From an optimization exercise on the open Yosys and OpenROAD flow, aimed at small area; shortcuts taken in it are not production practice.
Function was checked by simulation only, so behaviour that the tests miss may differ from the original.
Power figures rest on the tool's default switching activity, not on a simulated workload.

==> design.v <==
module lottery(
	input clk,
	input [4:0] W1, W2, W3, W4, N_in,
	input reset, scan,
	output SYSRDY, winner, not_a_win, RD_ERR,
	output [2:0] Eur100,
	output [3:0] Eur010, Eur001
);
	assign RD_ERR = err;
	assign SYSRDY = (W1 != 0) && (W2 != 0) && (W3 != 0) && (W4 != 0) &&
	                (W1 != W2) && (W1 != W3) && (W1 != W4) &&
	                (W2 != W3) && (W2 != W4) && (W3 != W4);
	reg [4:0] b1, b2, b3;    
	reg [2:0] line;          
	reg [1:0] n;             
	reg [1:0] h;             
	reg err, f;              
	reg [2:0] sh;            
	reg [3:0] st, su;        
	wire rd   = scan && SYSRDY && (N_in != 0);
	wire dup1 = (N_in == b1);
	wire dup2 = (N_in == b2);
	wire dup3 = (N_in == b3);
	wire dup  = (n[1] | n[0]) & dup1 | n[1] & dup2 | n[1] & n[0] & dup3;
	wire take = rd && (line != 0) && !dup;             
	wire hit  = (N_in == W1) || (N_in == W2) || (N_in == W3) || (N_in == W4);
	wire [2:0] hn = (n == 0) ? {2'b0, hit} : {1'b0, h} + {2'b0, hit};
	wire add  = take && (n == 3) && !f;                
	wire p1   = add && (hn == 1);                      
	wire p5   = add && (hn >= 2);                      
	wire p20  = add && (hn >= 3);                      
	wire p100 = add && hn[2];                          
	wire [4:0] us = su + {1'b0, p5, 1'b0, p5 | p1};
	wire       uc = (us >= 10);
	wire [3:0] un = uc ? us - 10 : us[3:0];
	wire [4:0] ts = st + {p20, 1'b0} + uc;
	wire       tc = (ts >= 10);
	wire [3:0] tn = tc ? ts - 10 : ts[3:0];
	wire [2:0] hs = sh + p100 + tc;
	always @(posedge clk or negedge reset) begin
		if (!reset) begin
			line <= 0;
			n <= 0;
			err <= 0;
			f <= 0;
		end
		else if (scan && SYSRDY) begin
			if (N_in == 0)
				err <= 1;
			else if (line == 0) begin
				if (N_in > 6)
					err <= 1;
				else begin
					line <= N_in[2:0];
					err <= 0;
				end
			end
			else if (dup)
				err <= 1;
			else begin
				n <= n + 1;
				if (n != 0)
					err <= 0;
				if (n == 3) begin
					line <= line - 1;
					if (line == 1)
						f <= 1;
				end
			end
		end
	end
	always @(posedge clk) begin
		if (take) begin
			b1 <= N_in;
			b2 <= b1;
			b3 <= b2;
			h <= hn[1:0];
		end
	end
	always @(posedge clk or negedge reset) begin
		if (!reset) begin
			sh <= 0;
			st <= 0;
			su <= 0;
		end
		else begin
			sh <= hs;
			st <= tn;
			su <= un;
		end
	end
	wire nz = (sh != 0) || (st != 0) || (su != 0);
	assign winner    = f & nz;
	assign not_a_win = f & !nz;
	assign Eur100 = f ? sh : 3'd0;
	assign Eur010 = f ? st : 4'd0;
	assign Eur001 = f ? su : 4'd0;
endmodule
==> flow/run.sh <==
#!/bin/bash
# The standard synthesis, its combinational logic mapped again for area by ABC
# (flip-flops untouched), then the standard layout with the smallest buffer on
# every input and output port. Each tool's output goes to a log file here.
set -euo pipefail
R=orfs/results/$FLOW_PLATFORM/lottery/base
export LIB=$FLOW_HOME/platforms/$FLOW_PLATFORM/lib/sky130_fd_sc_hd__tt_025C_1v80.lib
bash standard.sh synth > make_synth.log 2>&1
cp $R/1_2_yosys.v standard_synth.v
python3 flow/mkmodels.py $LIB models.v > mkmodels.log 2>&1
export ABC_DONT_USE="$(for c in $(sed -n '/^export DONT_USE_CELLS/,/^$/p' $FLOW_HOME/platforms/$FLOW_PLATFORM/config.mk | grep -o 'sky130_fd_sc_hd__[a-z0-9_]*'); do printf -- '-dont_use %s ' $c; done)"
NETLIST_IN=standard_synth.v NETLIST_OUT=resynth.v yosys -c flow/resynth.tcl > yosys_resynth.log 2>&1
cp resynth.v $R/1_2_yosys.v
rm -f $R/1_synth.odb $R/1_synth.sdc
bash standard.sh BUFFER_PORTS_ARGS="-buffer_cell sky130_fd_sc_hd__buf_1" CTS_ARGS="-sink_clustering_enable -repair_clock_nets -dont_use_dummy_load -buf_list sky130_fd_sc_hd__clkbuf_8 -sink_clustering_size 35 -sink_clustering_max_diameter 500" finish > make_finish.log 2>&1
==> flow/mkmodels.py <==
# Write Verilog models of the combinational cells of a liberty file: mkmodels.py LIB OUT
import re, sys
txt = open(sys.argv[1]).read()
out = []
for c in re.split(r'\n\s*cell\s*\(', txt)[1:]:
    name = c.split(')')[0].strip().strip('"')
    if re.search(r'\b(ff|latch|statetable)\s*\(', c):
        continue
    pins = re.findall(r'pin\s*\(\s*"?(\w+)"?\s*\)\s*\{(.*?)\n\s{8}\}', c, re.S)
    ins, outs = [], []
    for p, body in pins:
        d = re.search(r'direction\s*:\s*"?(\w+)"?', body)
        if not d:
            continue
        if d.group(1) == 'input':
            ins.append(p)
        elif d.group(1) == 'output':
            f = re.search(r'function\s*:\s*"([^"]*)"', body)
            if not f:
                outs = None
                break
            outs.append((p, f.group(1)))
    if not outs:
        continue
    def conv(f):
        f = f.replace('!', '~').replace('*', '&').replace('+', '|')
        f = re.sub(r'(\w|\))\s+(?=[\w(~])', r'\1 & ', f)
        return f
    out.append('module %s(%s);' % (name, ', '.join(ins + [o for o, _ in outs])))
    for i in ins:
        out.append('  input %s;' % i)
    for o, f in outs:
        out.append('  output %s;' % o)
        out.append('  assign %s = %s;' % (o, conv(f)))
    out.append('endmodule')
open(sys.argv[2], 'w').write('\n'.join(out) + '\n')
==> flow/resynth.abc <==
strash
&get -n
&deepsyn -T 20
&put
dch -f
amap
topo
==> flow/resynth.tcl <==
# Re-map the combinational logic of the standard synthesis netlist for area.
# The flip-flops stay as they are (same instances, names and cell types): the
# cell library is read as black boxes, then the combinational cells are replaced
# by their logic functions (models.v), flattened and mapped again by ABC.
yosys read_liberty -lib $::env(LIB)
yosys read_verilog -overwrite models.v
yosys read_verilog $::env(NETLIST_IN)
yosys hierarchy -top $::env(FLOW_TOP)
yosys flatten
yosys techmap
yosys opt -purge
yosys abc -liberty $::env(LIB) {*}$::env(ABC_DONT_USE) -script flow/resynth.abc
yosys opt_clean -purge
yosys hilomap -singleton -hicell sky130_fd_sc_hd__conb_1 HI -locell sky130_fd_sc_hd__conb_1 LO
yosys splitnets
yosys opt_clean -purge
yosys hierarchy -top $::env(FLOW_TOP)
yosys stat -liberty $::env(LIB)
yosys write_verilog -noattr -nohex -nodec $::env(NETLIST_OUT)
==> standard.sh <==
#!/bin/bash
# synth_recipe.tcl (not shown) runs the flow's synth.tcl, then flattens the netlist and writes it again
# the make line also repeats each setting of config.mk as NAME=value (left out here)
make -C /OpenROAD-flow-scripts/flow DESIGN_CONFIG=/design/flow/config.mk WORK_HOME=/design/flow/orfs CLKGATE_MAP_FILE= SYNTH_SCRIPT=/design/flow/synth_recipe.tcl "${@:-finish}"
==> config.mk <==
export PLATFORM = sky130hd
export DESIGN_NAME = lottery
export DESIGN_NICKNAME = lottery
export VERILOG_FILES = /design/flow/design.v
export SDC_FILE = /design/flow/constraint.sdc
export NUM_CORES = 4
export LEC_CHECK = 0
export CAP_MARGIN = 20
export CORE_MARGIN = 2
export CORE_UTILIZATION = 40
export PLACE_DENSITY = 0.6
export SLEW_MARGIN = 20
==> constraint.sdc <==
create_clock -name core_clock -period 15.0 [get_ports {clk}]
set_input_delay 3.0000 -clock core_clock [delete_from_list [all_inputs] [get_ports {clk}]]
set_output_delay 3.0000 -clock core_clock [all_outputs]
set_load 0.01 [all_outputs]
==> results by group, run 1 <==
Global routing
  – Largest net degree at the start of global routing: 19
  – All-Layer GR Usage: 0.2143
  – Vias in the first global route: 2,255
  – Initial antenna violation count: 0
  – First-pass GRT wire length: 10,650 um
  – Total gr overflow: 0

Routing
  – Detailed Route Iter0 Violations: around 220
  – Total number of vias: around 2,400
  – WL/cell: around 16 um
  – Post-route ant nets: 0
  – DRT Pass-1 Iters: 6
  – WL final: 6227 um
  – # DRC: 0
  – Via/cell ratio: 5.998

Worst setup path
  – Most frequent CP cell: nor2_1
  – Reg-to-Reg Start: b3[4]
  – R2R Path End: sh[2]
  – CP max FO: 7
  – Critical path class: input port to flop
  – Worst setup SP type: input port
  – WP data arrival: 8.75 ns
  – Slowest stage delay, CP: 0.74 ns
  – Worst Path Required: 15.20 ns
  – Reg2reg setup slack: 10.46 ns
  – Worst R2R Path Depth: 28
  – Crit end category: flop
  – Slowest CP cell: a2111oi_0

Timing
  – FMAX: 117.0 MHz
  – Min Clock Period, post-route: about 8.6 ns
  – Worst slew margin: 0.3733
  – Fin. Hold Viols: 0
  – Slew Viols, Final: 0
  – Setup TNS: 0 ns
  – RSZ-0062 raised after global routing: no
  – Endpoints failing setup: 0
  – Worst-Margin Slew: roughly 0.9 ns
  – Period utilization: 0.5700
  – Clock Skews: 0.01521 ns

Clock tree
  – CTS tree: yes
  – Clock root buffer: clkbuf_8
  – H-tree Lvls: 2
  – Hold Buf Count CTS: 0
  – CTS Buf Count: 5
  – Clk sinks: 35
  – Reg clk slew, reported paths: approximately 0.070 ns
  – Post-cts sizing count: 0
  – Clock latency (worst-skew pair): 0.28 ns
  – Post-CTS setup buffers: 0
  – Clock Path Buffers: 2

Placement
  – Buffers on Ports: between 40 and 50
  – HPWL Detailed: around 4800 um
  – Routability cong.: 0.9800

Die
  – Die height: 79.20 um
  – Die Wd: around 80 um
  – I/O Pins: between 40 and 50
  – Core area: 5473 sq um
  – Initial Utilization: 0.4134
  – Cell row count: 27
  – Die ar.: 6273 sq um

Finish
  – Share of cells above drive strength 1: 0.02439
  – Area Overhead vs Synth: 14.71%
  – Finished Core Util: 0.4742
  – Antenna cell count: 0
  – NumNets Final: about 360

Power and ir drop
  – PwrDens: approximately 100 nW/um^2
  – VDD IR max: between 0.04 and 0.05 mV
  – Pleak: 0.8627 nW

Min path
  – Worst hold path class: flop to flop
  – Min-Delay Path Depth: 0
  – Hold path endpoint: b3[2]
  – Worst hold path startpoint: b2[2]

Flow run
  – Max Cap Viol: 0

Status
  – Status: complete, no violations

Logic synthesis
  – Syn_area_per_cell: 8.108 sq um
  – Mapped cell area: about 2300 sq um
  – Cells after synthesis: 279
  – Count of warnings emitted by yosys: 1
  – Syn_nets: roughly 310
## layout by cell type (no fill, tap or decap), types with 3 or more instances in the layout
master	instances
dfrtp_1	18
o221ai_1	9
nand4_1	4
o21a_1	3
nor3_1	9
edfxtp_1	17
nand2_1	19
o21ai_0	16
o22ai_1	29
nor2_1	48
nor4_1	5
clkbuf_8	5
a21oi_1	13
a221oi_1	9
clkinv_1	46
a2111oi_0	8
nand3_1	3
buf_1	41
a211oi_1	3
## final cells by class
cell class	count	area, sq um
Clock buffer	5	68.82
Fill cell	544	2878
Multi-Input combinational cell	198	1129
Sequential cell	35	960.9
Tap cell	72	90.09
Inverter	46	172.7
Timing Repair Buffer	44	173.9
## critical path: cells and delay by family
kind	cells	cell delay, ns
compound gates	8	2.11
buf+inv	4	0.61
simple gates	18	3.03
## state kept, by name, summed over array words and instances, names as in the netlist
| signal | flops |
|---|---|
| f | 1 |
| su | 4 |
| line | 3 |
| b3 | 5 |
| b1 | 5 |
| b2 | 5 |
| sh | 3 |
| st | 4 |
| n | 2 |
| h | 2 |
| err | 1 |
## routing by layer
| metal | up-vias | share of wire | global-route usage |
|---|---|---|---|
| li1 | 1175 | - | - |
| met4 | 0 | 0.031 | 0.1069 |
| met3 | 25 | 0.075 | 0.03523 |
| met2 | 120 | 0.45 | 0.3288 |
| met1 | 1079 | 0.44 | 0.2926 |
| met5 | - | 0 | 0 |
## power breakdown
group,internal (mW),switching (mW),total (mW)
Combinational,0.0232,0.0427,0.0659
Clock,0.0299,0.0301,0.0599
Sequential,0.123,0.0131,0.136
## worst max-delay path by stage
stage,startpoint,to,slack [ns],depth (start not counted)
2_1_floorplan,W4[2],sh[2],6.20,29
3_3_place_gp,W4[0],sh[2],6.55,30
3_5_place_dp,W4[0],sh[2],6.24,30
4_1_cts,W4[0],sh[2],6.51,30
5_1_grt,W4[0],sh[2],5.58,30
6_report,W4[0],sh[2],6.45,30
## stage by stage
step | instance area (sq um) | hold slack, ns | cells | setup WS [ns] | total power [mW]
global placement | 2525 | 0.4516 | 395 | 6.548 | 0.2032
finish | 2595 | 0.4767 | 400 | 6.450 | 0.2619
global route | 2595 | 0.4907 | 400 | 5.579 | 0.2787
floorplan | 2262 | 0.4446 | 279 | 6.200 | 0.1774
detailed placement | 2525 | 0.4664 | 395 | 6.242 | 0.2039
CTS | 2594 | 0.4837 | 400 | 6.514 | 0.2633
==> run 2, diff against run 1 <==
--- a/design.v
+++ b/design.v
@@ -18,3 +18,5 @@
 	reg [2:0] sh;            
-	reg [3:0] st, su;        
+	reg [3:0] st;            
+	reg [2:0] sq;            
+	reg sr;                  
 	wire rd   = scan && SYSRDY && (N_in != 0);
@@ -32,5 +34,6 @@
 	wire p100 = add && hn[2];                          
-	wire [4:0] us = su + {1'b0, p5, 1'b0, p5 | p1};
-	wire       uc = (us >= 10);
-	wire [3:0] un = uc ? us - 10 : us[3:0];
+	wire       qw = p1 & sq[2];                        
+	wire [2:0] qn = p1 ? {sq[1] & sq[0], sq[1] ^ sq[0], ~sq[0] & ~sq[2]} : sq;
+	wire       rt = p5 | qw;                           
+	wire       uc = sr & rt;                           
 	wire [4:0] ts = st + {p20, 1'b0} + uc;
@@ -79,7 +82,9 @@
 	end
-	always @(posedge clk or negedge reset) begin
-		if (!reset) begin
+	wire clr = rd && (line == 0) && !f;
+	always @(posedge clk) begin
+		if (clr) begin
 			sh <= 0;
 			st <= 0;
-			su <= 0;
+			sq <= 0;
+			sr <= 0;
 		end
@@ -88,6 +93,8 @@
 			st <= tn;
-			su <= un;
+			sq <= qn;
+			sr <= sr ^ rt;
 		end
 	end
-	wire nz = (sh != 0) || (st != 0) || (su != 0);
+	wire [3:0] su = sq + (sr ? 4'd5 : 4'd0);
+	wire nz = (sh != 0) || (st != 0) || (sq != 0) || sr;
 	assign winner    = f & nz;
==> flow/run.sh (replaced) <==
#!/bin/bash
# The standard synthesis, its combinational logic mapped again for area by ABC
# (flip-flops untouched; four ABC runs with different seeds, the smallest kept),
# then the standard layout with the smallest buffer on every input and output
# port and a small clock tree. Each tool's output goes to a log file here.
set -euo pipefail
R=orfs/results/$FLOW_PLATFORM/lottery/base
export LIB=$FLOW_HOME/platforms/$FLOW_PLATFORM/lib/sky130_fd_sc_hd__tt_025C_1v80.lib
bash standard.sh synth > make_synth.log 2>&1
cp $R/1_2_yosys.v standard_synth.v
python3 flow/mkmodels.py $LIB models.v > mkmodels.log 2>&1
export ABC_DONT_USE="$(for c in $(sed -n '/^export DONT_USE_CELLS/,/^$/p' $FLOW_HOME/platforms/$FLOW_PLATFORM/config.mk | grep -o 'sky130_fd_sc_hd__[a-z0-9_]*'); do printf -- '-dont_use %s ' $c; done)"
for s in 1 2 3 4; do
  printf 'strash\n&get -n\n&deepsyn -T 20 -S %s\n&put\ndch -f\namap\ntopo\n' $s > resynth_$s.abc
  ABC_SCRIPT=resynth_$s.abc NETLIST_IN=standard_synth.v NETLIST_OUT=resynth_$s.v yosys -c flow/resynth.tcl > yosys_resynth_$s.log 2>&1 &
done
wait
best=$(for s in 1 2 3 4; do a=$(grep -o "Chip area for module '.lottery': [0-9.]*" yosys_resynth_$s.log | awk '{print $NF}'); [[ -n "$a" ]] && echo "$a $s"; done | sort -n | head -1 | awk '{print $2}')
echo "kept ABC run $best" > resynth_choice.log
grep "Chip area for module" yosys_resynth_*.log >> resynth_choice.log
cp resynth_$best.v $R/1_2_yosys.v
rm -f $R/1_synth.odb $R/1_synth.sdc
CTS="-sink_clustering_enable -repair_clock_nets -dont_use_dummy_load -buf_list sky130_fd_sc_hd__clkbuf_4 -sink_clustering_size 35 -sink_clustering_max_diameter 500"
bash standard.sh BUFFER_PORTS_ARGS="-buffer_cell sky130_fd_sc_hd__buf_1" CTS_ARGS="$CTS" finish > make_finish.log 2>&1
--- a/flow/resynth.tcl
+++ b/flow/resynth.tcl
@@ -11,3 +11,3 @@
 yosys opt -purge
-yosys abc -liberty $::env(LIB) {*}$::env(ABC_DONT_USE) -script flow/resynth.abc
+yosys abc -liberty $::env(LIB) {*}$::env(ABC_DONT_USE) -script $::env(ABC_SCRIPT)
 yosys opt_clean -purge
--- a/config.mk
+++ b/config.mk
@@ -7,3 +7,3 @@
 export LEC_CHECK = 0
-export CAP_MARGIN = 20
+export CAP_MARGIN = 0
 export CORE_MARGIN = 2
@@ -11,2 +11,2 @@
 export PLACE_DENSITY = 0.6
-export SLEW_MARGIN = 20
+export SLEW_MARGIN = 0
removed: flow/resynth.abc
==> results by group, run 2 <==
Status
  – Status: complete, no violations (unchanged)

Die
  – Core area: 5473 sq um (unchanged)
  – Die ar.: 6213 sq um (was 6273 sq um)
  – Die height: 78.83 um (was 79.20 um)
  – Cell row count: 27 (unchanged)
  – Die Wd: 78.83 um (was 79.20 um)
  – Initial Utilization: 0.4092 (was 0.4134)
  – I/O Pins: 43 (unchanged)

Clock tree
  – H-tree Lvls: 2 (unchanged)
  – CTS Buf Count: 5 (unchanged)
  – Hold Buf Count CTS: 0 (unchanged)
  – Clock latency (worst-skew pair): 0.33 ns (was 0.28 ns)
  – Clock Path Buffers: 2 (unchanged)
  – Post-cts sizing count: 0 (unchanged)
  – CTS tree: yes (unchanged)
  – Reg clk slew, reported paths: 0.09 ns (was 0.07 ns)
  – Post-CTS setup buffers: 0 (unchanged)
  – Clk sinks: 35 (unchanged)
  – Clock root buffer: clkbuf_4 (was clkbuf_8)

Timing
  – FMAX: 120.3 MHz (was 117.0 MHz)
  – Setup TNS: 0 ns (unchanged)
  – Worst setup margin: 6.684 ns (was 6.450 ns)
  – Slew Viols, Final: 0 (unchanged)
  – Fin. Hold Viols: 0 (unchanged)
  – Period utilization: 0.5544 (was 0.5700)
  – Worst slew margin: 0.3306 (was 0.3733)
  – RSZ-0062 raised after global routing: no (unchanged)
  – Endpoints failing setup: 0 (unchanged)
  – Clock Skews: 0.01252 ns (was 0.01521 ns)
  – Min Clock Period, post-route: 8.316 ns (was 8.550 ns)
  – Worst-Margin Slew: 0.9788 ns (was 0.9164 ns)

Worst setup path
  – Critical path class: input port to output pin (was input port to flop)
  – WP data arrival: 5.32 ns (was 8.75 ns)
  – CP cell instances: buf_1, clkinv_1, nand2_1, nor4_1, or4_1, or4_1, a2111oi_0, buf_1
  – CP max FO: 7 (unchanged)
  – CP bufs+invs: 3 (was 4)
  – Worst setup SP type: input port (unchanged)
  – Cell family with most CP delay: simple AND/OR/NAND/NOR gates (unchanged)
  – Slowest stage delay, CP: 0.59 ns (was 0.74 ns)
  – Worst Path Required: 12.00 ns (was 15.20 ns)
  – Crit end category: output pin (was flop)
  – Slowest CP cell: a2111oi_0 (unchanged)

Logic synthesis
  – Syn_nets: 310 (was 307)
  – Count of warnings emitted by yosys: 1 (unchanged)
  – Mapped cell area: 2240 sq um (was 2262 sq um)
  – Syn_area_per_cell: 7.942 sq um (was 8.108 sq um)
  – Cells after synthesis: 282 (was 279)

Power and ir drop
  – Tot Pwr: 0.2444 mW (was 0.2619 mW)
  – Sw frac: 0.3370 (was 0.3278)
  – Reg power frac: 0.556 (was 0.520)
  – Pleak: 0.8052 nW (was 0.8627 nW)
  – Clock power frac: 0.181 (was 0.229)
  – Int Power: 0.1620 mW (was 0.1760 mW)
  – PwrDens: 96.50 nW/um^2 (was 100.9 nW/um^2)
  – VDD IR max: 0.06264 mV (was 0.04409 mV)
  – NetSw: 0.08235 mW (was 0.08583 mW)
  – Combinational share of power: 0.263 (was 0.252)

Routing
  – WL/cell: 15.49 um (was 15.57 um)
  – Total number of vias: 2,424 (was 2,399)
  – # DRC: 0 (unchanged)
  – DRT Pass-1 Iters: 6 (unchanged)
  – Detailed Route Iter0 Violations: 176 (was 221)
  – Post-route ant nets: 0 (unchanged)
  – WL final: 6227 um (unchanged)
  – Via/cell ratio: 6.030 (was 5.998)

Flow run
  – Max Cap Viol: 0 (unchanged)

Placement
  – Area after DPL: 2495 sq um (was 2525 sq um)
  – Post-place setup slack: 6.703 ns (was 6.242 ns)
  – Buffers on Ports: 42 (unchanged)
  – HPWL Detailed: 4793 um (was 4771 um)
  – Routability cong.: 0.9177 (was 0.9800)

Finish
  – Area Overhead vs Synth: 13.07% (was 14.71%)
  – Multi-input logic area: 1172 sq um (was 1129 sq um)
  – Fill cells: 592 (was 544)
  – NumNets Final: 360 (was 358)
  – Share of cells above drive strength 1: 0.01818 (was 0.02439)
  – Reg area: 905.9 sq um (was 960.9 sq um)
  – Largest regs: b1 x5, b2 x5, b3 x5 (unchanged)
  – Fin area: 2532 sq um (was 2595 sq um)
  – Most common cell after layout, fill and taps aside: nor2_1 (unchanged)
  – Finished Core Util: 0.4627 (was 0.4742)
  – Antenna cell count: 0 (unchanged)
  – Most frequent cells in the layout: nor2_1, clkinv_1, buf_1 (unchanged)

Min path
  – Worst hold path class: flop to flop (unchanged)

Global routing
  – Initial antenna violation count: 0 (unchanged)
  – Total gr overflow: 0 (unchanged)
  – Vias in the first global route: 2,283 (was 2,255)
  – Largest net degree at the start of global routing: 20 (was 19)
  – First-pass GRT wire length: 10,580 um (was 10,650 um)
  – All-Layer GR Usage: 0.2136 (was 0.2143)
==> run 2: per-stage QoR <==
| step | hold WS [ns] | cells |
|---|---|---|
| after global routing | 0.4922 | 402 |
| after floorplan | 0.4349 | 282 |
| after global placement | 0.4432 | 397 |
| after CTS | 0.4692 | 402 |
| final | 0.4691 | 402 |
| after detailed placement | 0.4551 | 397 |
==> run 2: power by group through the flow <==
stage | registers, mW | clock network [mW] | logic, mW
after global routing | 0.139 | 0.0503 | 0.0727
after global placement | 0.138 | 0 | 0.0645
after detailed placement | 0.138 | 0 | 0.0641
final | 0.136 | 0.0442 | 0.0643
after CTS | 0.136 | 0.0468 | 0.0642
after floorplan | 0.135 | 0 | 0.0424
==> run 2: cell type report <==
| cell class | instances | area share |
|---|---|---|
| inverter | 43 | 0.06374 |
| timing repair buffer | 43 | 0.06522 |
| clock buffer | 5 | 0.01482 |
| multi-input combinational | 204 | 0.4629 |
| sequential | 35 | 0.3577 |
| tap | 72 | 0.03557 |
==> run 2: path summary, 6_finish.rpt <==
| check | cells after the start | end | slack (ns) | startpoint |
|---|---|---|---|---|
| setup / recovery | 8 | SYSRDY | 6.68 | W2[1] |
| hold / removal | 2 | st[3] | 0.47 | st[2] |
| setup reg to reg | 24 | sh[2] | 11.09 | b3[2] |
| hold reg to reg | 2 | st[3] | 0.47 | st[2] |
| max in group asynchronous | 1 | n[0] | 12.19 | reset |
| min in group asynchronous | 1 | err | 2.54 | reset |
==> run 2: worst register-to-register path, cell delays in order, from the launching register on <==
cell	delay, ns
edfxtp_1	0.40
o21ai_0	0.15
a221oi_1	0.07
o2111ai_1	0.09
a211oi_1	0.08
a31oi_1	0.25
o2111ai_1	0.17
nor2_1	0.11
buf_4	0.26
nand2_1	0.13
nor2_1	0.33
nand2_1	0.15
nor2_1	0.17
nand2_1	0.09
clkinv_1	0.08
nand2_1	0.07
nor2_1	0.16
clkinv_1	0.12
nor3_1	0.25
a21o_1	0.13
and2_0	0.15
nor2_1	0.06
nor2_1	0.16
o21ai_0	0.10
a21oi_1	0.11
==> run 2: metal layers <==
metal,vias up,global-route usage,part of all wire
met5,-,0,0
met4,0,0.08103,0.017
met3,12,0.03977,0.060
met2,95,0.3419,0.45
met1,1127,0.2877,0.47
li1,1190,-,-
==> run 3, diff against run 2 <==
--- a/design.v
+++ b/design.v
@@ -83,14 +83,23 @@
 	wire clr = rd && (line == 0) && !f;
+	reg [2:0] shi, sqi;
+	reg [3:0] sti;
+	reg sri;
+	always @(*) begin
+		sh = ~shi;
+		st = ~sti;
+		sq = ~sqi;
+		sr = ~sri;
+	end
 	always @(posedge clk) begin
 		if (clr) begin
-			sh <= 0;
-			st <= 0;
-			sq <= 0;
-			sr <= 0;
+			shi <= 3'b111;
+			sti <= 4'b1111;
+			sqi <= 3'b111;
+			sri <= 1'b1;
 		end
 		else begin
-			sh <= hs;
-			st <= tn;
-			sq <= qn;
-			sr <= sr ^ rt;
+			shi <= ~hs;
+			sti <= ~tn;
+			sqi <= ~qn;
+			sri <= ~(sr ^ rt);
 		end
--- a/config.mk
+++ b/config.mk
@@ -10,2 +10,3 @@
 export CORE_UTILIZATION = 40
+export GPL_TIMING_DRIVEN = 0
 export PLACE_DENSITY = 0.6
==> results by group, run 3 <==
Logic synthesis
  – Count of warnings emitted by yosys: 1 (unchanged)
  – Syn_area_per_cell: 7.932 sq um (was 7.942 sq um)
  – Cells after synthesis: 280 (was 282)
  – Syn_nets: 308 (was 310)
  – Mapped cell area: 2221 sq um (was 2240 sq um)

Clock tree
  – H-tree Lvls: 2 (unchanged)
  – Hold Buf Count CTS: 0 (unchanged)
  – Post-CTS setup buffers: 0 (unchanged)
  – Post-cts sizing count: 0 (unchanged)
  – Clock Path Buffers: 2 (unchanged)
  – Clock latency (worst-skew pair): 0.34 ns (was 0.33 ns)
  – Clk sinks: 35 (unchanged)
  – Clock root buffer: clkbuf_4 (unchanged)
  – Reg clk slew, reported paths: 0.11 ns (was 0.09 ns)
  – CTS tree: yes (unchanged)
  – CTS Buf Count: 5 (unchanged)

Finish
  – Area Overhead vs Synth: 12.96% (was 13.07%)
  – Multi-input logic area: 1164 sq um (was 1172 sq um)
  – Largest regs: b1 x5, b2 x5, b3 x5 (unchanged)
  – Share of cells above drive strength 1: 0.01835 (was 0.01818)
  – Reg area: 905.9 sq um (unchanged)
  – Finished Core Util: 0.4612 (was 0.4627)
  – NumNets Final: 357 (was 360)
  – Fill cells: 579 (was 592)
  – Antenna cell count: 0 (unchanged)
  – Most frequent cells in the layout: nor2_1, buf_1, clkinv_1 (was nor2_1, clkinv_1, buf_1)

Power and ir drop
  – Pleak: 0.7993 nW (was 0.8052 nW)
  – Tot Pwr: 0.2567 mW (was 0.2444 mW)
  – VDD IR max: 0.04366 mV (was 0.06264 mV)
  – PwrDens: 102.3 nW/um^2 (was 96.50 nW/um^2)

Status
  – Status: complete, no violations (unchanged)

Routing
  – DRT Pass-1 Iters: 5 (was 6)
  – Via/cell ratio: 6.145 (was 6.030)
  – Post-route ant nets: 0 (unchanged)
  – Detailed Route Iter0 Violations: 211 (was 176)
  – WL/cell: 15.96 um (was 15.49 um)
  – WL final: 6367 um (was 6227 um)
  – # DRC: 0 (unchanged)
  – Total number of vias: 2,452 (was 2,424)

Die
  – Die height: 78.52 um (was 78.83 um)
  – I/O Pins: 43 (unchanged)
  – Core area: 5439 sq um (was 5473 sq um)
  – Cell row count: 27 (unchanged)
  – Initial Utilization: 0.4083 (was 0.4092)
  – Die ar.: 6165 sq um (was 6213 sq um)
  – Die Wd: 78.52 um (was 78.83 um)

Worst setup path
  – WP data arrival: 9.10 ns (was 5.32 ns)
  – Worst R2R Path Depth: 20 (was 24)
  – Critical path class: input port to flop (was input port to output pin)
  – Reg-to-Reg Start: n[0] (was b3[2])
  – Worst Path Required: 15.28 ns (was 12.00 ns)
  – Worst setup SP type: input port (unchanged)
  – R2R Path End: shi[2] (was sh[2])
  – Crit end category: flop (was output pin)
  – CP max FO: 20 (was 7)
  – Reg2reg setup slack: 10.47 ns (was 11.09 ns)

Min path
  – Hold path endpoint: b3[4] (was st[3])
  – Worst hold path startpoint: b2[4] (was st[2])
  – Worst hold path class: flop to flop (unchanged)
  – Min-Delay Path Depth: 0 (was 2)

Timing
  – Fin. Hold Viols: 0 (unchanged)
  – FMAX: 113.3 MHz (was 120.3 MHz)
  – Slew Viols, Final: 0 (unchanged)
  – Period utilization: 0.5882 (was 0.5544)
  – Setup TNS: 0 ns (unchanged)
  – RSZ-0062 raised after global routing: no (unchanged)
  – Worst slew margin: 0.3752 (was 0.3306)
  – Worst-Margin Slew: 0.9135 ns (was 0.9788 ns)
  – Clock Skews: 0.03628 ns (was 0.01252 ns)
  – Worst hold slack: 0.4625 ns (was 0.4691 ns)
  – Endpoints failing setup: 0 (unchanged)
  – Min Clock Period, post-route: 8.824 ns (was 8.316 ns)

Global routing
  – Total gr overflow: 0 (unchanged)
  – Vias in the first global route: 2,353 (was 2,283)
  – All-Layer GR Usage: 0.2183 (was 0.2136)
  – First-pass GRT wire length: 10,890 um (was 10,580 um)
  – Largest net degree at the start of global routing: 21 (was 20)
  – Initial antenna violation count: 0 (unchanged)

Placement
  – Buffers on Ports: 42 (unchanged)
  – HPWL Detailed: 4757 um (was 4793 um)
  – Routability cong.: 0.9502 (was 0.9177)

Flow run
  – Max Cap Viol: 0 (unchanged)
## run 3: per-stage QoR
step                      std cells  setup WS (ns)  area, sq um
after CTS                       399          6.169         2509
after detailed placement        394          5.810         2471
after floorplan                 280          6.603         2221
after global placement          394          5.360         2469
after global routing            399          5.428         2509
final                           399          6.176         2509
## run 3: worst max-delay path by stage
stage               startpoint  endpoint  cells after the start
finish                   W2[0]    shi[2]                     25
global route             W2[0]    shi[2]                     25
CTS                      W2[0]    shi[2]                     25
detailed placement       W2[0]    shi[2]                     25
global placement         W2[0]    shi[2]                     25
floorplan                W1[4]    shi[2]                     23
## run 3: power by group
group	switching (mW)	leakage [nW]	total, mW	internal (mW)
logic	0.0459	0.448	0.0716	0.0257
clock network	0.0285	0.0230	0.0442	0.0157
registers	0.0160	0.328	0.141	0.125
## run 3: worst max-delay path, stage by stage
cell and delay, ns:
buf_1 0.23, clkinv_1 0.24, nand2_1 0.12, nor4_1 0.06, or4_1 0.47, or4_1 0.52
a2111oi_0 0.57, and2_0 0.32, o41ai_1 0.13, nor2_2 0.76, nand2_1 0.22, nor2_1 0.33
nand2_1 0.18, nor2_1 0.16, nand2_1 0.10, nor3_1 0.25, clkinv_1 0.14, o21ai_0 0.24
nand2_1 0.11, o22ai_1 0.22, o32ai_1 0.15, o21ai_0 0.22, or2_0 0.19, a21oi_1 0.08
o21ai_0 0.09
## run 3: cell type report
cell class                      count  area share
Timing Repair Buffer               42     0.06284
Inverter                           41     0.06135
Tap cell                           72     0.03591
Sequential cell                    35      0.3611
Clock buffer                        5     0.01496
Multi-Input combinational cell    204      0.4638
## run 3: layer usage
metal | vias to the layer above | part of all wire | track usage
met3 | 14 | 0.060 | 0.03908
li1 | 1189 | - | -
met4 | 0 | 0.020 | 0.08246
met2 | 97 | 0.45 | 0.3436
met5 | - | 0 | 0
met1 | 1152 | 0.47 | 0.2984
==> run 4, diff against run 3 <==
--- a/flow/run.sh
+++ b/flow/run.sh
@@ -2,3 +2,3 @@
 # The standard synthesis, its combinational logic mapped again for area by ABC
-# (flip-flops untouched; four ABC runs with different seeds, the smallest kept),
+# (flip-flops untouched; sixteen ABC runs with different seeds, the smallest kept),
 # then the standard layout with the smallest buffer on every input and output
@@ -12,8 +12,11 @@
 export ABC_DONT_USE="$(for c in $(sed -n '/^export DONT_USE_CELLS/,/^$/p' $FLOW_HOME/platforms/$FLOW_PLATFORM/config.mk | grep -o 'sky130_fd_sc_hd__[a-z0-9_]*'); do printf -- '-dont_use %s ' $c; done)"
-for s in 1 2 3 4; do
-  printf 'strash\n&get -n\n&deepsyn -T 20 -S %s\n&put\ndch -f\namap\ntopo\n' $s > resynth_$s.abc
-  ABC_SCRIPT=resynth_$s.abc NETLIST_IN=standard_synth.v NETLIST_OUT=resynth_$s.v yosys -c flow/resynth.tcl > yosys_resynth_$s.log 2>&1 &
+SEEDS="1 2 3 4 5 6 7 8 9 10 11 12 13 14 15 16"
+for batch in "1 2 3 4" "5 6 7 8" "9 10 11 12" "13 14 15 16"; do
+  for s in $batch; do
+    printf 'strash\n&get -n\n&deepsyn -T 20 -S %s\n&put\ndch -f\namap\ntopo\n' $s > resynth_$s.abc
+    ABC_SCRIPT=resynth_$s.abc NETLIST_IN=standard_synth.v NETLIST_OUT=resynth_$s.v yosys -c flow/resynth.tcl > yosys_resynth_$s.log 2>&1 &
+  done
+  wait
 done
-wait
-best=$(for s in 1 2 3 4; do a=$(grep -o "Chip area for module '.lottery': [0-9.]*" yosys_resynth_$s.log | awk '{print $NF}'); [[ -n "$a" ]] && echo "$a $s"; done | sort -n | head -1 | awk '{print $2}')
+best=$(for s in $SEEDS; do a=$(grep -o "Chip area for module '.lottery': [0-9.]*" yosys_resynth_$s.log | awk '{print $NF}'); [[ -n "$a" ]] && echo "$a $s"; done | sort -n | head -1 | awk '{print $2}')
 echo "kept ABC run $best" > resynth_choice.log
==> results by group, run 4 <==
Clock tree
  – CTS tree: yes (unchanged)
  – H-tree Lvls: 2 (unchanged)
  – Clock root buffer: clkbuf_4 (unchanged)
  – Post-CTS setup buffers: 0 (unchanged)
  – Hold Buf Count CTS: 0 (unchanged)
  – Post-cts sizing count: 0 (unchanged)
  – Clock latency (worst-skew pair): 0.34 ns (about the same)
  – Clk sinks: 35 (unchanged)
  – Reg clk slew, reported paths: 0.10 ns (was 0.11 ns)
  – CTS Buf Count: 5 (unchanged)
  – Clock Path Buffers: 2 (unchanged)

Timing
  – Slew Viols, Final: 0 (unchanged)
  – Fin. Hold Viols: 0 (unchanged)
  – Endpoints failing setup: 0 (unchanged)
  – Worst hold slack: 0.4815 ns (was 0.4625 ns)
  – FMAX: 118.3 MHz (was 113.3 MHz)
  – Worst slew margin: 0.2574 (was 0.3752)
  – Setup TNS: 0 ns (unchanged)
  – Clock Skews: 0.01205 ns (was 0.03628 ns)
  – Min Clock Period, post-route: 8.452 ns (was 8.824 ns)
  – Worst-Margin Slew: 1.086 ns (was 0.9135 ns)
  – RSZ-0062 raised after global routing: no (unchanged)
  – Period utilization: 0.5635 (was 0.5882)

Power and ir drop
  – Sw frac: 0.3387 (was 0.3520)
  – Clock power frac: 0.182 (was 0.172)
  – Combinational share of power: 0.263 (was 0.279)
  – Pleak: 0.8230 nW (was 0.7993 nW)
  – Reg power frac: 0.555 (was 0.549)
  – Int Power: 0.1622 mW (was 0.1663 mW)
  – PwrDens: 97.36 nW/um^2 (was 102.3 nW/um^2)
  – NetSw: 0.08304 mW (was 0.09037 mW)
  – VDD IR max: 0.03645 mV (was 0.04366 mV)

Placement
  – HPWL Detailed: 4608 um (was 4757 um)
  – Area after DPL: 2481 sq um (was 2471 sq um)
  – Buffers on Ports: 42 (unchanged)
  – Placed Cells: 390 (was 394)
  – Routability cong.: 0.9360 (was 0.9502)

Worst setup path
  – CP max FO: 9 (was 20)
  – WP data arrival: 8.72 ns (was 9.10 ns)
  – Slowest stage delay, CP: 0.55 ns (was 0.76 ns)
  – Reg2reg setup slack: 10.57 ns (was 10.47 ns)
  – Slowest CP cell: or4_1 (was nor2_2)
  – Worst Path Required: 15.27 ns (was 15.28 ns)
  – Worst setup SP type: input port (unchanged)
  – Crit end category: flop (unchanged)
  – Critical path class: input port to flop (unchanged)

Die
  – Initial Utilization: 0.4086 (was 0.4083)
  – Die Wd: 78.30 um (was 78.52 um)
  – Core area: 5405 sq um (was 5439 sq um)
  – I/O Pins: 43 (unchanged)
  – Die height: 78.30 um (was 78.52 um)
  – Cell row count: 27 (unchanged)
  – Die ar.: 6131 sq um (was 6165 sq um)

Finish
  – Share of cells above drive strength 1: 0.02477 (was 0.01835)
  – Area Overhead vs Synth: 14.05% (was 12.96%)
  – Most frequent cells in the layout: nor2_1, buf_1, clkinv_1 (unchanged)
  – Most common cell after layout, fill and taps aside: nor2_1
  – Fin area: 2519 sq um (was 2509 sq um)
  – Largest regs: b1 x5, b2 x5, b3 x5 (unchanged)
  – Non-Filler Instances: 395 (was 399)
  – Antenna cell count: 0 (unchanged)
  – NumNets Final: 353 (was 357)

Logic synthesis
  – Cells after synthesis: 274 (was 280)
  – Syn_area_per_cell: 8.060 sq um (was 7.932 sq um)
  – Mapped cell area: 2208 sq um (was 2221 sq um)
  – Count of warnings emitted by yosys: 1 (unchanged)
  – Syn_nets: 302 (was 308)

Global routing
  – Largest net degree at the start of global routing: 16 (was 21)
  – Initial antenna violation count: 0 (unchanged)
  – Total gr overflow: 0 (unchanged)
  – First-pass GRT wire length: 10,300 um (was 10,890 um)
  – Vias in the first global route: 2,185 (was 2,353)
  – All-Layer GR Usage: 0.2081 (was 0.2183)

Flow run
  – Max Cap Viol: 0 (unchanged)

Routing
  – Detailed Route Iter0 Violations: 183 (was 211)
  – Total number of vias: 2,385 (was 2,452)
  – Via/cell ratio: 6.038 (was 6.145)
  – WL/cell: 15.17 um (was 15.96 um)
  – Post-route ant nets: 0 (unchanged)
  – WL final: 5994 um (was 6367 um)
  – # DRC: 0 (unchanged)
  – DRT Pass-1 Iters: 4 (was 5)

Status
  – Status: complete, no violations (unchanged)

Min path
  – Worst hold path class: flop to flop (unchanged)
[run 4: final timing paths]
path,endpoint,startpoint,cells after the start
worst max-delay path,shi[2],W2[0],27
worst min-delay path,b3[4],b2[4],0
worst max register to register,shi[2],n[0],22
worst min register to register,b3[4],b2[4],0
max in group asynchronous,f,reset,1
min in group asynchronous,n[0],reset,1
[run 4: metal layers]
metal / share of wire / up-vias / GRT usage
met4: 0.016 / 0 / 0.06491
met1: 0.47 / 1090 / 0.2967
met2: 0.45 / 108 / 0.3241
li1: - / 1176 / -
met3: 0.070 / 11 / 0.03333
met5: 0 / - / 0
[run 4: power groups by stage]
stage | logic (mW) | registers (mW) | clock network, mW
floorplan | 0.0408 | 0.136 | 0
global route | 0.0737 | 0.139 | 0.0498
CTS | 0.0645 | 0.136 | 0.0461
detailed placement | 0.0644 | 0.138 | 0
finish | 0.0644 | 0.136 | 0.0447
global placement | 0.0599 | 0.139 | 0
[run 4: cell type report]
cell class                      count  area [sq um]
Multi-Input combinational cell    202          1170
Clock buffer                        5         37.54
Fill cell                         600          2887
Inverter                           37         138.9
Timing Repair Buffer               44         176.4
Sequential cell                    35         905.9
Tap cell                           72         90.09
[run 4: critical path: cells and delay by family]
| kind | cells | cell delay [ns] |
|---|---|---|
| compound gates | 8 | 1.26 |
| simple gates | 15 | 3.59 |
| buf+inv | 4 | 0.86 |
[run 4: through the flow]
step	power [mW]	utilization	setup WS (ns)
after floorplan	0.1764	-	5.744
after global placement	0.1987	0.4544	4.092
after detailed placement	0.2027	0.4590	6.313
after CTS	0.2469	0.4660	6.632
after global routing	0.2624	0.4660	5.870
final	0.2452	0.4660	6.548
==> run 5, diff against run 4 <==
--- a/design.v
+++ b/design.v
@@ -38,5 +38,11 @@
 	wire       uc = sr & rt;                           
-	wire [4:0] ts = st + {p20, 1'b0} + uc;
-	wire       tc = (ts >= 10);
-	wire [3:0] tn = tc ? ts - 10 : ts[3:0];
+	wire [2:0] k  = st[3:1];
+	wire       ke = uc & st[0];                        
+	wire       k1 = p20 ^ ke;                          
+	wire       k2 = p20 & ke;                          
+	wire [2:0] kp1 = {k[1] & k[0], k[1] ^ k[0], ~k[0] & ~k[2]};
+	wire [2:0] kp2 = {k[1] & ~k[0], ~k[1] & ~k[2], (k[0] & ~k[1]) | k[2]};
+	wire [2:0] kn = k2 ? kp2 : k1 ? kp1 : k;
+	wire       tc = k2 ? (k[2] | (k[1] & k[0])) : k1 & k[2];
+	wire [3:0] tn = {kn, st[0] ^ uc};
 	wire [2:0] hs = sh + p100 + tc;
@@ -106,3 +112,3 @@
 	end
-	wire [3:0] su = sq + (sr ? 4'd5 : 4'd0);
+	wire [3:0] su = sr ? {sq[2] | (sq[1] & sq[0]), ~sq[2] & ~(sq[1] & sq[0]), sq[0] ^ sq[1], ~sq[0]} : {1'b0, sq};
 	wire nz = (sh != 0) || (st != 0) || (sq != 0) || sr;
==> flow/run.sh (replaced) <==
#!/bin/bash
# The standard synthesis, its combinational logic mapped again for area by ABC
# (flip-flops untouched), then the standard layout with the smallest buffer on
# every input and output port and a small clock tree.
# ABC runs with sixteen seeds; the four smallest netlists are each taken through
# placement, clock tree and global routing in a trial folder (the repairs there
# can add buffers), and the one with the smallest cell area is laid out.
# Each tool's output goes to a log file here or in the trial folders.
set -euo pipefail
R=orfs/results/$FLOW_PLATFORM/lottery/base
export LIB=$FLOW_HOME/platforms/$FLOW_PLATFORM/lib/sky130_fd_sc_hd__tt_025C_1v80.lib
CTS="-sink_clustering_enable -repair_clock_nets -dont_use_dummy_load -buf_list sky130_fd_sc_hd__clkbuf_4 -sink_clustering_size 35 -sink_clustering_max_diameter 500"
BUFS="-buffer_cell sky130_fd_sc_hd__buf_1"

bash standard.sh synth > make_synth.log 2>&1
cp $R/1_2_yosys.v standard_synth.v
python3 flow/mkmodels.py $LIB models.v > mkmodels.log 2>&1
export ABC_DONT_USE="$(for c in $(sed -n '/^export DONT_USE_CELLS/,/^$/p' $FLOW_HOME/platforms/$FLOW_PLATFORM/config.mk | grep -o 'sky130_fd_sc_hd__[a-z0-9_]*'); do printf -- '-dont_use %s ' $c; done)"
for batch in "1 2 3 4" "5 6 7 8" "9 10 11 12" "13 14 15 16"; do
  for s in $batch; do
    printf 'strash\n&get -n\n&deepsyn -T 20 -S %s\n&put\ndch -f\namap\ntopo\n' $s > resynth_$s.abc
    ABC_SCRIPT=resynth_$s.abc NETLIST_IN=standard_synth.v NETLIST_OUT=resynth_$s.v yosys -c flow/resynth.tcl > yosys_resynth_$s.log 2>&1 &
  done
  wait || true
done
for s in $(seq 1 16); do
  a=$(grep -o "Chip area for module '.lottery': [0-9.]*" yosys_resynth_$s.log | awk '{print $NF}' || true)
  [[ -n "$a" && -s resynth_$s.v ]] && echo "$a $s"
done | sort -n -k1,1 -u | head -4 > resynth_top.txt

# trial layouts up to global routing, in folders of their own
for s in $(awk '{print $2}' resynth_top.txt); do
  (
    T=$PWD/trial_$s
    mkdir -p $T
    sed -e "s#WORK_HOME=[^ ]*#WORK_HOME=$T/orfs#" -e '/^if \[\[/,$d' standard.sh > $T/trial.sh
    TR=$T/orfs/results/$FLOW_PLATFORM/lottery/base
    bash $T/trial.sh synth > $T/make_synth.log 2>&1
    cp resynth_$s.v $TR/1_2_yosys.v
    rm -f $TR/1_synth.odb $TR/1_synth.sdc
    bash $T/trial.sh BUFFER_PORTS_ARGS="$BUFS" CTS_ARGS="$CTS" grt > $T/make_grt.log 2>&1
    printf 'read_db %s\nreport_design_area\n' $TR/5_1_grt.odb > $T/area.tcl
    openroad -no_init -exit $T/area.tcl > $T/area.log 2>&1
  ) &
done
wait || true
best=$(for s in $(awk '{print $2}' resynth_top.txt); do
  a=$(grep -o "Design area [0-9.]*" trial_$s/area.log | awk '{print $3}' || true)
  [[ -n "$a" ]] && echo "$a $s"
done | sort -n | head -1 | awk '{print $2}')
[[ -n "$best" ]] || best=$(head -1 resynth_top.txt | awk '{print $2}')
{ echo "kept ABC run $best"; cat resynth_top.txt; grep -H "Design area" trial_*/area.log || true; } > resynth_choice.log

cp resynth_$best.v $R/1_2_yosys.v
rm -f $R/1_synth.odb $R/1_synth.sdc
bash standard.sh BUFFER_PORTS_ARGS="$BUFS" CTS_ARGS="$CTS" finish > make_finish.log 2>&1
==> results by group, run 5 <==
Clock tree
  – CTS tree: yes (unchanged)
  – Post-cts sizing count: 0 (unchanged)
  – Clk sinks: 35 (unchanged)
  – Hold Buf Count CTS: 0 (unchanged)
  – CTS Buf Count: 5 (unchanged)
  – Clock latency (worst-skew pair): 0.33 ns (was 0.34 ns)
  – Clock Path Buffers: 2 (unchanged)
  – Clock root buffer: clkbuf_4 (unchanged)
  – Reg clk slew, reported paths: 0.11 ns (was 0.10 ns)
  – Post-CTS setup buffers: 0 (unchanged)
  – H-tree Lvls: 2 (unchanged)

Timing
  – Clock Skews: 0.03643 ns (was 0.01205 ns)
  – FMAX: 117.1 MHz (was 118.3 MHz)
  – Slew Viols, Final: 0 (unchanged)
  – RSZ-0062 raised after global routing: no (unchanged)
  – Min Clock Period, post-route: 8.539 ns (was 8.452 ns)
  – Period utilization: 0.5693 (was 0.5635)
  – Endpoints failing setup: 0 (unchanged)
  – Worst-Margin Slew: 0.9276 ns (was 1.086 ns)
  – Setup TNS: 0 ns (unchanged)
  – Worst slew margin: 0.3656 (was 0.2574)
  – Fin. Hold Viols: 0 (unchanged)

Global routing
  – Largest net degree at the start of global routing: 20 (was 16)
  – Total gr overflow: 0 (unchanged)
  – First-pass GRT wire length: 10,620 um (was 10,300 um)
  – Initial antenna violation count: 0 (unchanged)
  – Vias in the first global route: 2,214 (was 2,185)
  – All-Layer GR Usage: 0.2159 (was 0.2081)

Logic synthesis
  – Cells after synthesis: 272 (was 274)
  – Syn_nets: 300 (was 302)
  – Mapped cell area: 2197 sq um (was 2208 sq um)
  – Count of warnings emitted by yosys: 1 (unchanged)
  – Syn_area_per_cell: 8.078 sq um (was 8.060 sq um)

Die
  – Core area: 5205 sq um (was 5405 sq um)
  – Initial Utilization: 0.4221 (was 0.4086)
  – Die ar.: 6102 sq um (was 6131 sq um)
  – Cell row count: 26 (was 27)
  – Die height: 78.12 um (was 78.30 um)
  – Die Wd: 78.12 um (was 78.30 um)
  – I/O Pins: 43 (unchanged)

Routing
  – # DRC: 0 (unchanged)
  – Detailed Route Iter0 Violations: 201 (was 183)
  – WL/cell: 15.92 um (was 15.17 um)
  – Via/cell ratio: 6.095 (was 6.038)
  – DRT Pass-1 Iters: 4 (unchanged)
  – Post-route ant nets: 0 (unchanged)
  – WL final: 6194 um (was 5994 um)
  – Total number of vias: 2,371 (was 2,385)

Status
  – Status: complete, no violations (unchanged)

Placement
  – HPWL Detailed: 4586 um (was 4608 um)
  – Placed Cells: 384 (was 390)
  – Buffers on Ports: 42 (unchanged)
  – Routability cong.: 0.9422 (was 0.9360)
  – Area after DPL: 2445 sq um (was 2481 sq um)

Min path
  – Worst hold path class: flop to flop (unchanged)

Worst setup path
  – Slowest stage delay, CP: 0.65 ns (was 0.55 ns)
  – Slowest CP cell: a2111oi_0 (was or4_1)
  – Critical path class: input port to output pin (was input port to flop)
  – Cell family with most CP delay: simple AND/OR/NAND/NOR gates (unchanged)
  – Worst setup SP type: input port (unchanged)
  – CP bufs+invs: 3 (was 4)
  – Worst Path Required: 12.00 ns (was 15.27 ns)
  – Crit end category: output pin (was flop)
  – CP cell instances: buf_1, clkinv_1, nand2_1, nor4_1, or4_1, or4_1, a2111oi_0, buf_1
  – CP max FO: 5 (was 9)
  – WP data arrival: 5.54 ns (was 8.72 ns)

Finish
  – NumNets Final: 349 (was 353)
  – Most common cell after layout, fill and taps aside: buf_1 (was nor2_1)
  – Antenna cell count: 0 (unchanged)
  – Most frequent cells in the layout: buf_1, nor2_1, clkinv_1, o22ai_1, nand2_1 (was nor2_1, buf_1, clkinv_1)
  – Fin area: 2482 sq um (was 2519 sq um)
  – Non-Filler Instances: 389 (was 395)
  – Share of cells above drive strength 1: 0.01881 (was 0.02477)
  – Area Overhead vs Synth: 12.98% (was 14.05%)

Power and ir drop
  – Pleak: 0.8060 nW (was 0.8230 nW)
  – PwrDens: 98.56 nW/um^2 (was 97.36 nW/um^2)
  – VDD IR max: 0.09090 mV (was 0.03645 mV)

Flow run
  – Max Cap Viol: 0 (unchanged)
## run 5: final timing paths
check / from / endpoint / slack [ns] / depth (start not counted)
setup / recovery: W1[4] / SYSRDY / 6.46 / 8
min in group asynchronous: reset / f / 2.57 / 1
setup reg to reg: b2[3] / shi[2] / 10.51 / 20
hold reg to reg: b1[0] / b2[0] / 0.44 / 0
max in group asynchronous: reset / n[0] / 12.15 / 1
hold / removal: b1[0] / b2[0] / 0.44 / 0
## run 5: power breakdown
part | leakage (nW) | internal [mW] | switching, mW
registers | 0.328 | 0.123 | 0.0128
logic | 0.455 | 0.0242 | 0.0421
clock network | 0.0230 | 0.0157 | 0.0271
total | 0.806 | 0.163 | 0.0820
## run 5: cell type report
type                            count  area (sq um)
Fill cell                         529          2723
Multi-Input combinational cell    200          1155
Sequential cell                    35         905.9
Timing Repair Buffer               42         157.7
Inverter                           37         138.9
Tap cell                           70         87.58
Clock buffer                        5         37.54
## run 5: worst register-to-register path, stage by stage (launching register included)
cell and delay [ns]:
edfxtp_1 0.42, nor2_1 0.12, a21oi_1 0.05, o211ai_1 0.09, nor3_1 0.07, a41oi_1 0.30
o2111ai_1 0.20, nor2_2 0.73, nand2_1 0.20, nor2_1 0.34, nand2_1 0.15, nor2_1 0.16
nand2_1 0.12, nor3_1 0.48, clkinv_1 0.17, nor2_1 0.21, a21o_1 0.19, a21oi_1 0.09
nor2_1 0.16, a21oi_1 0.09, o21ai_0 0.10
## run 5: per-layer routing
layer  GRT usage  vias up  share of wire
li1            -     1159              -
met1      0.3161     1072           0.47
met2      0.3103      120           0.43
met3     0.05402       20          0.076
met4     0.07018        0          0.019
met5           0        -              0
## run 5: per-stage QoR
| step | setup slack (ns) | power, mW | util | hold WS, ns |
|---|---|---|---|---|
| final | 6.461 | 0.2447 | 0.4769 | 0.4393 |
| after global routing | 5.883 | 0.2629 | 0.4769 | 0.4492 |
| after CTS | 6.480 | 0.2459 | 0.4769 | 0.4395 |
| after detailed placement | 6.181 | 0.2029 | 0.4697 | 0.4641 |
| after global placement | 5.898 | 0.2024 | 0.4692 | 0.4550 |
| after floorplan | 6.860 | 0.1788 | - | 0.4427 |
==> run 6, diff against run 5 <==
--- a/design.v
+++ b/design.v
@@ -85,3 +85,3 @@
 			b3 <= b2;
-			h <= hn[1:0];
+			h <= (n == 0) ? {1'b0, hit} : {h[1] | (h[0] & hit), h[0] ^ hit};
 		end
==> results by group, run 6 <==
Status
  – Status: complete, no violations (unchanged)

Placement
  – Routability cong.: 0.9545 (was 0.9422)
  – HPWL Detailed: 4539 um (was 4586 um)
  – Placed Cells: 375 (was 384)
  – Buffers on Ports: 42 (unchanged)
  – Area after DPL: 2425 sq um (was 2445 sq um)

Finish
  – Most frequent cells in the layout: buf_1, nor2_1, clkinv_1 (was buf_1, nor2_1, clkinv_1, o22ai_1, nand2_1)
  – Share of cells above drive strength 1: 0.01935 (was 0.01881)
  – Fin area: 2462 sq um (was 2482 sq um)
  – Most common cell after layout, fill and taps aside: buf_1 (unchanged)
  – NumNets Final: 340 (was 349)
  – Antenna cell count: 0 (unchanged)
  – Area Overhead vs Synth: 13.10% (was 12.98%)
  – Non-Filler Instances: 380 (was 389)

Clock tree
  – Clock Path Buffers: 2 (unchanged)
  – CTS tree: yes (unchanged)
  – Post-cts sizing count: 0 (unchanged)
  – H-tree Lvls: 2 (unchanged)
  – Clock latency (worst-skew pair): 0.34 ns (was 0.33 ns)
  – CTS Buf Count: 5 (unchanged)
  – Reg clk slew, reported paths: 0.10 ns (was 0.11 ns)
  – Post-CTS setup buffers: 0 (unchanged)
  – Hold Buf Count CTS: 0 (unchanged)
  – Clock root buffer: clkbuf_4 (unchanged)
  – Clk sinks: 35 (unchanged)

Min path
  – Worst hold path class: flop to flop (unchanged)

Logic synthesis
  – Syn_nets: 291 (was 300)
  – Mapped cell area: 2177 sq um (was 2197 sq um)
  – Cells after synthesis: 263 (was 272)
  – Count of warnings emitted by yosys: 1 (unchanged)
  – Syn_area_per_cell: 8.278 sq um (was 8.078 sq um)

Global routing
  – First-pass GRT wire length: 10,090 um (was 10,620 um)
  – Largest net degree at the start of global routing: 20 (unchanged)
  – Vias in the first global route: 2,129 (was 2,214)
  – All-Layer GR Usage: 0.2106 (was 0.2159)
  – Total gr overflow: 0 (unchanged)
  – Initial antenna violation count: 0 (unchanged)

Die
  – Die ar.: 6049 sq um (was 6102 sq um)
  – Die Wd: 77.78 um (was 78.12 um)
  – Core area: 5172 sq um (was 5205 sq um)
  – I/O Pins: 43 (unchanged)
  – Cell row count: 26 (unchanged)
  – Die height: 77.78 um (was 78.12 um)
  – Initial Utilization: 0.4209 (was 0.4221)

Timing
  – Worst-Margin Slew: 1.089 ns (was 0.9276 ns)
  – Worst slew margin: 0.2555 (was 0.3656)
  – Endpoints failing setup: 0 (unchanged)
  – Period utilization: 0.5446 (was 0.5693)
  – Slew Viols, Final: 0 (unchanged)
  – Min Clock Period, post-route: 8.170 ns (was 8.539 ns)
  – Clock Skews: 0.03413 ns (was 0.03643 ns)
  – Fin. Hold Viols: 0 (unchanged)
  – Setup TNS: 0 ns (unchanged)
  – FMAX: 122.4 MHz (was 117.1 MHz)
  – RSZ-0062 raised after global routing: no (unchanged)

Routing
  – # DRC: 0 (unchanged)
  – WL/cell: 16.02 um (was 15.92 um)
  – DRT Pass-1 Iters: 4 (unchanged)
  – Via/cell ratio: 6.045 (was 6.095)
  – Post-route ant nets: 0 (unchanged)
  – Detailed Route Iter0 Violations: 184 (was 201)
  – WL final: 6089 um (was 6194 um)
  – Total number of vias: 2,297 (was 2,371)

Power and ir drop
  – Tot Pwr: 0.2441 mW (was 0.2447 mW)
  – Pleak: 0.7570 nW (was 0.8060 nW)
  – VDD IR max: 0.04871 mV (was 0.09090 mV)
  – PwrDens: 99.12 nW/um^2 (was 98.56 nW/um^2)

Worst setup path
  – CP max FO: 7 (was 5)
  – Crit end category: output pin (unchanged)
  – Worst Path Required: 12.00 ns (about the same)
  – Critical path class: input port to output pin (unchanged)
  – WP data arrival: 5.17 ns (was 5.54 ns)
  – Worst setup SP type: input port (unchanged)

Flow run
  – Max Cap Viol: 0 (unchanged)
-- run 6: metal layers --
layer	GRT usage	wire (um)
met2	0.2991	2653
met4	0.08214	138
met1	0.3133	2935
met3	0.03837	361
met5	0	0
-- run 6: stage by stage --
step / utilization / hold slack [ns] / setup slack (ns)
5_1_grt: 0.4761 / 0.4972 / 6.307
3_3_place_gp: 0.4683 / 0.4611 / 6.120
2_1_floorplan: - / 0.4452 / 7.429
4_1_cts: 0.4761 / 0.4823 / 6.821
6_report: 0.4761 / 0.4835 / 6.830
3_5_place_dp: 0.4688 / 0.4638 / 6.572
-- run 6: power by group --
| group | internal [mW] | switching [mW] | total, mW |
|---|---|---|---|
| logic | 0.0239 | 0.0426 | 0.0665 |
| registers | 0.123 | 0.0115 | 0.134 |
| clock network | 0.0156 | 0.0279 | 0.0435 |
-- run 6: worst paths after layout --
check                      startpoint      to  slack, ns  cells past startpoint
max                             W3[1]  SYSRDY       6.83                      8
min                           line[2]       f       0.48                      1
max reg2reg                     b2[4]  shi[2]      10.63                     18
min reg2reg                   line[2]       f       0.48                      1
max in group asynchronous       reset    n[1]      12.14                      1
min in group asynchronous       reset     err       2.56                      1
-- run 6: area by class of cell --
class	instances	area, sq um
inverter	37	138.9
timing repair buffer	42	157.7
sequential	35	905.9
multi-input combinational	191	1135
tap	70	87.58
fill	530	2710
clock buffer	5	37.54
-- run 6: critical path, stage by stage --
cell	delay [ns]
buf_1	0.27
clkinv_1	0.18
nand2_1	0.09
nor4_1	0.06
or4_1	0.53
nor4_1	0.22
nor4b_1	0.60
buf_1	0.21
==> run 7, diff against run 6 <==
--- a/config.mk
+++ b/config.mk
@@ -9,5 +9,5 @@
 export CORE_MARGIN = 2
-export CORE_UTILIZATION = 40
+export CORE_UTILIZATION = 65
 export GPL_TIMING_DRIVEN = 0
-export PLACE_DENSITY = 0.6
+export PLACE_DENSITY = 0.8
 export SLEW_MARGIN = 0
==> results by group, run 7 <==
Die
  – Initial Utilization: 0.6636 (was 0.4209)
  – Die ar.: 3832 sq um (was 6049 sq um)
  – Die height: 61.91 um (was 77.78 um)
  – Die Wd: 61.91 um (was 77.78 um)
  – Cell row count: 21 (was 26)
  – Core area: 3284 sq um (was 5172 sq um)
  – I/O Pins: 43 (unchanged)

Min path
  – Min-Delay Path Depth: 0 (was 1)
  – Worst hold path startpoint: b1[3] (was line[2])
  – Hold path endpoint: b2[3] (was f)
  – Worst hold path class: flop to flop (unchanged)

Global routing
  – Vias in the first global route: 1,986 (was 2,129)
  – First-pass GRT wire length: 9052 um (was 10,090 um)
  – Total gr overflow: 0 (unchanged)
  – Initial antenna violation count: 0 (unchanged)
  – All-Layer GR Usage: 0.3226 (was 0.2106)
  – Largest net degree at the start of global routing: 20 (unchanged)

Status
  – Status: complete, no violations (unchanged)

Clock tree
  – CTS Buf Count: 5 (unchanged)
  – Post-CTS setup buffers: 0 (unchanged)
  – Clock latency (worst-skew pair): 0.34 ns (about the same)
  – Clock root buffer: clkbuf_4 (unchanged)
  – Hold Buf Count CTS: 0 (unchanged)
  – Clk sinks: 35 (unchanged)
  – Post-cts sizing count: 0 (unchanged)
  – CTS tree: yes (unchanged)
  – Clock Path Buffers: 2 (unchanged)
  – H-tree Lvls: 2 (unchanged)
  – Reg clk slew, reported paths: 0.09 ns (was 0.10 ns)

Logic synthesis
  – Cells after synthesis: 264 (was 263)
  – Syn_nets: 292 (was 291)
  – Count of warnings emitted by yosys: 1 (unchanged)
  – Mapped cell area: 2180 sq um (was 2177 sq um)
  – Syn_area_per_cell: 8.256 sq um (was 8.278 sq um)

Routing
  – Met2 wire len: 2708 um (was 2653 um)
  – WL/cell: 16.82 um (was 16.02 um)
  – # DRC: 0 (unchanged)
  – Post-route ant nets: 0 (unchanged)
  – DR WL met3: 561 um (was 361 um)
  – Uppermost layer routed: met4 (unchanged)
  – Post-route met1 wirelength: 2503 um (was 2935 um)
  – Total number of vias: 2,468 (was 2,297)
  – Via/cell ratio: 6.913 (was 6.045)
  – DRT Pass-1 Iters: 7 (was 4)
  – WL final: 6006 um (was 6089 um)
  – Detailed Route Iter0 Violations: 300 (was 184)

Worst setup path
  – Reg-to-Reg Start: b3[1] (was b2[4])
  – Reg2reg setup slack: 10.56 ns (was 10.63 ns)
  – Worst setup SP type: input port (unchanged)
  – CP cell instances: buf_1, clkinv_1, nand2_1, nor4_1, or4_1, or4_1, nor4_1, nand2_1, nor2_2, nand2_1, nor2_1, clkinv_1, or3_1, nor2b_1, nand2_1, o32ai_1, and2_0, nor2_1, or2_0, a21oi_1, o21ai_0 (was buf_1, clkinv_1, nand2_1, nor4_1, or4_1, nor4_1, nor4b_1, buf_1)
  – Critical path class: input port to flop (was input port to output pin)
  – Slowest stage delay, CP: 0.71 ns (was 0.60 ns)
  – Most frequent CP cell: nand2_1
  – Worst Path Required: 15.22 ns (was 12.00 ns)
  – Slowest CP cell: nor2_2 (was nor4b_1)
  – R2R Path End: shi[2] (unchanged)
  – Crit end category: flop (was output pin)
  – Worst R2R Path Depth: 19 (was 18)
  – CP max FO: 19 (was 7)
  – WP data arrival: 8.67 ns (was 5.17 ns)

Timing
  – Period utilization: 0.5628 (was 0.5446)
  – RSZ-0062 raised after global routing: no (unchanged)
  – Slew Viols, Final: 0 (unchanged)
  – Fin. Hold Viols: 0 (unchanged)
  – Setup TNS: 0 ns (unchanged)
  – Worst-Margin Slew: 0.9843 ns (was 1.089 ns)
  – Worst slew margin: 0.3422 (was 0.2555)
  – Endpoints failing setup: 0 (unchanged)
  – Min Clock Period, post-route: 8.442 ns (was 8.170 ns)
  – Clock Skews: 0.03086 ns (was 0.03413 ns)
  – Worst setup margin: 6.558 ns (was 6.830 ns)
  – FMAX: 118.5 MHz (was 122.4 MHz)

Power and ir drop
  – Tot Pwr: 0.2450 mW (was 0.2441 mW)
  – VDD IR max: 0.04355 mV (was 0.04871 mV)
  – Pleak: 0.7667 nW (was 0.7570 nW)
  – PwrDens: 100.6 nW/um^2 (was 99.12 nW/um^2)

Finish
  – Most common cell after layout, fill and taps aside: buf_1 (unchanged)
  – Fin area: 2436 sq um (was 2462 sq um)
  – Share of cells above drive strength 1: 0.01929 (was 0.01935)
  – Fill cells: 269 (was 530)
  – Area Overhead vs Synth: 11.77% (was 13.10%)
  – NumNets Final: 341 (was 340)
  – Antenna cell count: 0 (unchanged)
  – Most frequent cells in the layout: buf_1, nor2_1, clkinv_1 (unchanged)

Placement
  – Buffers on Ports: 42 (unchanged)
  – Routability cong.: 1.070 (was 0.9545)
  – HPWL Detailed: 4462 um (was 4539 um)
  – Post-place setup slack: 6.028 ns (was 6.572 ns)
  – Area after DPL: 2395 sq um (was 2425 sq um)

Flow run
  – Max Cap Viol: 0 (unchanged)
==> run 7: how the worst max path moves through the flow <==
stage,slack [ns],start,depth (start not counted),endpoint
6_report,6.56,W3[3],21,shi[2]
5_1_grt,5.92,W2[1],21,shi[2]
4_1_cts,6.34,W2[1],21,shi[2]
3_5_place_dp,6.03,W2[1],21,shi[2]
3_3_place_gp,6.13,W3[3],21,shi[2]
2_1_floorplan,7.01,W2[4],20,shi[2]
==> run 7: per-layer routing <==
metal | track usage | up-vias
li1 | - | 1142
met3 | 0.07246 | 37
met5 | 0 | -
met1 | 0.4295 | 1119
met4 | 0.1581 | 0
met2 | 0.4977 | 170
==> run 7: metrics by stage <==
| step | instances | utilization | hold WS [ns] |
|---|---|---|---|
| floorplan | 264 | - | 0.4451 |
| global placement | 352 | 0.7291 | 0.4553 |
| detailed placement | 352 | 0.7291 | 0.4620 |
| CTS | 357 | 0.7406 | 0.4675 |
| global route | 357 | 0.7417 | 0.4929 |
| finish | 357 | 0.7417 | 0.4707 |
==> run 7: report_power, final <==
part	switching [mW]	internal [mW]
clock network	0.0282	0.0157
logic	0.0424	0.0234
registers	0.0128	0.123
==> run 7: layout make-up <==
type	instances	area, sq um	share of cell area
multi-input cells	194	1146	0.4705
repair buffers	42	157.7	0.06471
clock buffers	5	37.54	0.01541
inverters	35	131.4	0.05393
well taps	46	57.56	0.02363
flip-flops and latches	35	905.9	0.3719
==> run 7: worst max-delay path, delay by kind of cell <==
family | cells | cell delay, ns
compound gates | 3 | 0.54
simple gates | 15 | 4.43
buf+inv | 3 | 0.67

[what the ideal ports hide]
In the flow no input, the clock included, has a driving cell. The finished layouts below were timed again as built, in two steps. Step 1 assumes that a clkbuf_16 drives the clock port and a buf_2 every other input. Step 2 adds t to the input delays and takes it off the output delays; t is the mean of the earliest and latest rising clock arrival at the registers after step 1. Input paths then give back, and output paths get back, about the clock's delay inside the block. Slacks: ideal ports / drivers / drivers and shift; pairs: ideal ports / drivers.
run | t (ns) | setup slack, ns | clock arrival spread, ns | worst register clock-pin slew, ns
run 1 | 0.305 | 6.450 / 6.456 / 6.151 | 0.015 / 0.016 | 0.07 / 0.07
run 2 | 0.351 | 6.684 / 6.662 / 6.662 | 0.012 / 0.013 | 0.10 / 0.10
run 3 | 0.347 | 6.176 / 6.179 / 5.832 | 0.036 / 0.037 | 0.11 / 0.11
run 4 | 0.356 | 6.548 / 6.553 / 6.197 | 0.012 / 0.012 | 0.10 / 0.10
run 5 | 0.339 | 6.461 / 6.439 / 6.169 | 0.036 / 0.037 | 0.11 / 0.11
run 6 | 0.345 | 6.830 / 6.805 / 6.589 | 0.034 / 0.034 | 0.10 / 0.10
run 7 | 0.353 | 6.558 / 6.537 / 6.202 | 0.031 / 0.030 | 0.12 / 0.12
After both steps setup and hold are still met in every run listed. The setup slack of run 7, which loses most, moves by -0.021 ns with the drivers and by -0.356 ns with both steps.
